Context: an optimization exercise on an open-source flow, tuned for small area. The choices shown serve that exercise and are no tape-out recipe. Only simulation tests tie the RTL to the original design; equivalence was not proved. Power and IR drop assume default switching activity.

## flow/design.v (module list and top-level ports; edited modules follow where they fit)
// module PolarisCPU: 1002 lines
// module mux2i: 6 lines
// module aoi222: 6 lines
// module ao22: 6 lines
module PolarisCPU(
	output			fence_o,
	output			trap_o,
	output	[3:0]		cause_o,
	output	[63:0]		mepc_o,
	output			mpie_o,
	output			mie_o,
	input			irq_i,
	input			iack_i,
	input	[31:0]		idat_i,
	output	[63:0]		iadr_o,
	output			istb_o,
	input			dack_i,
	input	[63:0]		ddat_i,
	output	[63:0]		ddat_o,
	output	[63:0]		dadr_o,
	output			dwe_o,
	output			dcyc_o,
	output			dstb_o,
	output	[1:0]		dsiz_o,
	output			dsigned_o,
	output	[11:0]		cadr_o,
	output			coe_o,
	output			cwe_o,
	input			cvalid_i,
	output	[63:0]		cdat_o,
	input	[63:0]		cdat_i,
	input			clk_i,
	input			reset_i
);
  // ...
==> flow/flow/run.sh <==
#!/bin/bash
# Layout flow: the standard ORFS flow (standard.sh) with two changes:
#  - the port buffers are buf_1 cells instead of the flow's default choice;
#  - clock tree synthesis clusters up to 30 sinks under each clkbuf_16 and
#    adds no dummy loads.
# Synthesis is the standard one, run on its own first.
# Each step's full output goes to a log file here; ORFS's own per-stage logs
# are under orfs/logs/.
set -euo pipefail
bash standard.sh synth > flow_synth.log 2>&1
bash standard.sh \
	BUFFER_PORTS_ARGS="-buffer_cell sky130_fd_sc_hd__buf_1" \
	CTS_ARGS="-sink_clustering_enable -repair_clock_nets -dont_use_dummy_load -buf_list sky130_fd_sc_hd__clkbuf_16 -sink_clustering_size 30 -sink_clustering_max_diameter 60" \
	finish > flow_finish.log 2>&1
==> flow/standard.sh <==
#!/bin/bash
# synth_recipe.tcl (not shown) runs the flow's synth.tcl, then flattens the netlist and writes it again
# the make line also repeats each setting of config.mk as NAME=value (left out here)
make -C /OpenROAD-flow-scripts/flow DESIGN_CONFIG=/design/flow/config.mk WORK_HOME=/design/flow/orfs CLKGATE_MAP_FILE= SYNTH_SCRIPT=/design/flow/synth_recipe.tcl "${@:-finish}"
==> flow/config.mk <==
export PLATFORM = sky130hd
export DESIGN_NAME = PolarisCPU
export DESIGN_NICKNAME = PolarisCPU
export VERILOG_FILES = /design/flow/design.v
export SDC_FILE = /design/flow/constraint.sdc
export NUM_CORES = 4
export LEC_CHECK = 0
export CAP_MARGIN = 20
export CORE_MARGIN = 2
export CORE_UTILIZATION = 50
export SLEW_MARGIN = 20
export SYNTH_HIERARCHICAL = 1
==> flow/constraint.sdc <==
create_clock -name core_clock -period 15.0 [get_ports {clk_i}]
set_input_delay 3.0000 -clock core_clock [delete_from_list [all_inputs] [get_ports {clk_i}]]
set_output_delay 3.0000 -clock core_clock [all_outputs]
set_load 0.01 [all_outputs]
==> impl_metrics.py, run 1 <==
metrics = {
    "pwr": {
        "p_seq_w": 0.00724,
        "power-top-group": "sequential cells",
        "p_clk_frac": 0.359,
        "power_w": 0.0123,
        "comb_cell_power_w": 0.000666,
    },
    "worst_setup_path": {
        "crit_family": "compound AO/OA/AOI/OAI gates",
        "r2r_setup_slack_ps": 2090,
        "worstPathArrival_ps": 10160,
        "worstSetupPathDepth": 29,
        "startpoint": "ir[5]",
        "crit_fanout": 37,
        "worst-path-buf-inv": 4,
    },
    "synthesis": {
        "synthMuxAreaShare": 0.0426,
        "synth_commonest_cells": "2,613 x dfxtp_1, 2,163 x a22o_1, 732 x a222oi_1, 458 x nand2_1, 452 x mux2i_1",
        "synth_adder_area_share": 0.0451,
        "avgSynthCellArea_um2": 11.1,
        "ys_ff_latch": 2616,
    },
    "hold_path": {
        "min_path_type": "reg -> reg",
        "worstHoldStart": "csrs_mcycle[0]",
    },
    "die": {
        "coreArea_um2": 213000,
        "start_util": 0.504,
        "tap_cells": 2821,
    },
    "route": {
        "routed_wl_mm": 534,
        "ant_nets": 0,
    },
    "cts": {
        "post_cts_buffers": 0,
        "cts_hold_buf": 0,
        "cts_tree": "built",
    },
    "layout": {
        "dominant_cells": "multi-input gates",
        "final_util": 0.564,
        "drive_gt1_frac": 0.0802,
        "seq_area_frac": 0.437,
        "mostFrequentLayoutCells": "2,606 x dfxtp_1, 2,163 x a22o_1, 732 x a222oi_1",
    },
    "place": {
        "hpwl_mm": 340,
        "placed_cells": 12974,
        "place.gp.congestion": 1.01,
    },
    "sta": {
        "rsz0062_at_grt": "false",
        "worst_pin_slew_ps": 1330,
        "fin_setup_tns_ps": 0,
        "slew_viol_final": 0,
    },
    "grt": {
        "busiest_layer": "met2",
        "grt_pass1_vias": 97132,
        "use_met3": 0.148,
        "grt_remaining_overflow": 0,
        "grt_max_degree": 76,
    },
    "outcome": {
        "status": "no timing/DRC/antenna violations",
    },
}
==> run 2, diff against run 1 <==
--- a/flow/config.mk
+++ b/flow/config.mk
@@ -9,3 +9,3 @@
 export CORE_MARGIN = 2
-export CORE_UTILIZATION = 50
+export CORE_UTILIZATION = 40
 export SLEW_MARGIN = 20
==> run 2 against run 1 <==
Critical endpoint is now cdat_o[47]; global-route usage decreased by 7.8 points; still clean on timing, DRC and antenna; cell count increased by 5.8%; first-iteration DRC count rose by 7.3%; cell area is 1.1% higher; via count increased by 0.71%; total power increased by 1.7%; synthesized area is the same; setup slack worse by 180 ps; critical path type unchanged; worst hold slack got worse by 6.6 ps; non-clock buffer count up 31.
==> impl_metrics.py, run 2 <==
metrics = {
    "worst_setup_path": {
        "crit_slowest_cell": "o21ai_0",
        "worstSetupPathDepth": 23,
        "worstSetupPathType": "reg -> out",
        "critical_path.max_stage_delay_ps": 990,
        "timing.rr.start": "pc[2]",
        "cpMostUsedCell": "o21ai_0",
        "startpoint": "ir[5]",
        "worst-path-buf-inv": 3,
        "cp-end-kind": "output pin",
        "worstSetupStartpointType": "flop",
        "crit_family": "compound AO/OA/AOI/OAI gates",
        "crit_fanout": 37,
        "cp.required_ps": 12000,
        "r2r_end": "alua[63]",
        "r2r_setup_slack_ps": 2080,
        "worstPathArrival_ps": 10350,
        "reg2regPathDepth": 64,
        "cp_cell_sequence": "mux2i_1, nor3_4, a221oi_4, buf_4, xnor2_1, ha_1, a21oi_1, o21ai_0, a221oi_1, nand2_1, a21oi_1, nor2_1, nor2_1, o21ai_0, fa_1, fa_1, fa_1, o211a_1, o21ai_0, o21ai_0, o22a_1, inv_1, buf_1",
    },
    "die": {
        "die_w_um": 521,
        "dieArea_um2": 272000,
        "start_util": 0.403,
        "rows": 189,
        "coreArea_um2": 266000,
        "io_pins": 515,
        "die_height_um": 521,
    },
    "sta": {
        "slew_viol_final": 0,
        "fmax_mhz": 74.9,
        "post-route-period-util": 0.890,
        "hold_viol_final": 0,
        "finalSetupViolations": 0,
        "fin_setup_tns_ps": 0,
        "slew_headroom": 0.126,
        "worst_hold_slack_ps": 451,
        "rsz0062_at_grt": "false",
        "finalCriticalPeriod_ps": 13350,
        "worst_pin_slew_ps": 1310,
        "clock_skew_ps": 135,
    },
    "pwr": {
        "power-per-cell-area_nw_per_um2": 103,
        "power.leakage_nw": 46.2,
        "ir_worst_vdd_uv": 128,
        "power_w": 0.0125,
    },
    "synthesis": {
        "synthArstFlopShare": 0,
        "ys.flop_type": "dfxtp_1",
        "synth_cells": 9634,
        "ys_ff_latch": 2616,
        "synthDistinctLibCells": 84,
        "ys_seq_area_frac": 0.490,
        "synth_edf_count": 3,
        "synth_top_cell_by_area": "dfxtp_1",
        "synth_commonest_cells": "2,613 x dfxtp_1, 2,163 x a22o_1, 732 x a222oi_1, 458 x nand2_1, 452 x mux2i_1",
        "syn_nets": 10157,
        "synth_top_cell_area_share": 0.489,
        "ys_warn_count": 7,
        "synth.area.top_cells": "dfxtp_1 49%, a22o_1 18%, a222oi_1 6.8%",
        "avgSynthCellArea_um2": 11.1,
        "synth_most_common_cell": "dfxtp_1",
        "syn_area_um2": 107000,
    },
    "layout": {
        "mostFrequentLayoutCells": "2,606 x dfxtp_1, 2,163 x a22o_1, 732 x a222oi_1",
        "nFillCells": 24381,
        "final_cells": 13931,
        "area_growth_pct": 13.3,
        "regMostFlops": "xrs_g.xrs_r",
        "largest_register_ff_count": 1984,
        "drive_gt1_frac": 0.0837,
        "nets": 10896,
        "final_util": 0.456,
        "final_common_cell": "dfxtp_1",
    },
    "cts": {
        "cts_tree": "built",
        "cts_hold_buf": 0,
        "cts_sinks": 2616,
        "htreeDepth": 4,
        "cts_buffer_depth": 3,
        "cts-root-buf": "clkbuf_16",
        "clk_latency_ps": 900,
        "numCtsBuffers": 180,
        "clkTransAtPathRegs_ps": 80,
        "post_cts_buffers": 0,
        "cts_resized": 0,
    },
    "route": {
        "wire_per_inst_um": 39.9,
        "detail_route.first_pass.iterations": 13,
        "vias_per_cell": 7.49,
        "drc": 0,
        "drtIter0Drc": 22049,
        "vias": 104338,
        "routed_wl_mm": 556,
        "ant_nets": 0,
    },
    "flow_run": {
        "max-cap-violations": 0,
    },
    "grt": {
        "grt_pass1_wl_mm": 762,
        "grt_max_degree": 77,
        "grt_pass1_vias": 97489,
        "track_usage": 0.386,
        "grt_remaining_overflow": 0,
        "antenna_found_initial": 39,
    },
    "place": {
        "io_buffers": 514,
        "place.gp.congestion": 1.04,
        "hpwl_mm": 363,
        "placed_cells": 13720,
    },
    "outcome": {
        "status": "no timing/DRC/antenna violations",
    },
    "hold_path": {
        "worstHoldStart": "csrs_mcycle[0]",
        "hold_end": "csrs_mcycle[0]",
        "worstHoldPathCells": 1,
        "min_path_type": "reg -> reg",
    },
}
==> run 2: Yosys stat by module (local to each module, per instance) <==
module	area, µm²	times used
mux2i	10.0	384
PolarisCPU	78000	1
ao22	8.76	2144
aoi222	10.0	640
==> run 2: how the worst max path moves through the flow <==
stage	endpoint	slack, ps
global placement	csrs_minstret[63]	2270
floorplan	csrs_minstret[62]	3560
detailed placement	csrs_minstret[62]	2340
CTS	alua[63]	2250
global route	cdat_o[59]	1580
finish	cdat_o[47]	1650
==> run 2: report_power, final <==
group / switching (W) / internal (W)
registers: 0.000177 / 0.00704
clock network: 0.00245 / 0.00211
logic: 0.000526 / 0.000226
total: 0.00315 / 0.00938
==> run 2: logic make-up (layout without fill, tap and decap cells) <==
kind of cell,count (synthesis),in the layout,share of synthesized area
adder cells (fa/ha/maj),357,357,0.0451
flip-flops,2616,2616,0.490
AND/OR/NAND/NOR,1405,1405,0.0635
buffers and inverters,507,1244,0.0186
XOR/XNOR,74,74,0.00606
AO/OA/AOI/OAI,4220,4220,0.334
other,0,27,0
multiplexers,455,455,0.0426
==> run 2: layout make-up <==
type	count	area, µm²	area share
Antenna cell	27	67.6	0.000557
Timing Repair Buffer	911	4960	0.0409
Tap cell	3533	4420	0.0365
Multi-Input combinational cell	6511	54300	0.448
Inverter	153	578	0.00477
Sequential cell	2616	52400	0.433
Clock buffer	180	4500	0.0372
==> run 2: per-layer routing <==
layer	track usage	vias to the layer above	wire [µm]
met3	0.132	1651	78600
met4	0.214	16	35300
li1	-	41443	-
met2	0.542	9160	226000
met1	0.515	52068	216000
met5	0.00140	-	185
==> run 2: through the flow <==
| stage | setup WS (ps) | area (µm²) |
|---|---|---|
| 2_1_floorplan | 3560 | 107000 |
| 3_3_place_gp | 2270 | 117000 |
| 3_5_place_dp | 2340 | 117000 |
| 4_1_cts | 2250 | 121000 |
| 5_1_grt | 1580 | 121000 |
| 6_report | 1650 | 121000 |
==> run 2: worst reg2reg max path: cells and delay by family, from the launching register on <==
kind | cells | cell delay [ps]
xor+xnor | 1 | 140
compound gates | 2 | 380
flops | 1 | 530
fa+ha+maj | 60 | 11670
buf+inv | 1 | 80

[re-timing with driven ports]
How much do the figures lean on ideal ports? The routed layouts below were timed once more, with nothing changed but the port constraints. Step 1 sets driving cells, clkbuf_16 on the clock port and buf_2 on the other inputs (assumed; they add their load-dependent delay and slew). Step 2 also shifts input and output timing later by t, the mid clock arrival at the registers, as if the neighbouring blocks saw the same clock. Three values: no drivers, after step 1, after step 2; two values: the first two.
run | t (ns) | setup slack, ns | worst setup path after step 2
run 1 | 0.930 | 1.835 / 1.736 / 2.089 | register to register
run 2 | 0.947 | 1.653 / 1.539 / 2.084 | register to register
After both steps setup and hold are still met in every run listed.
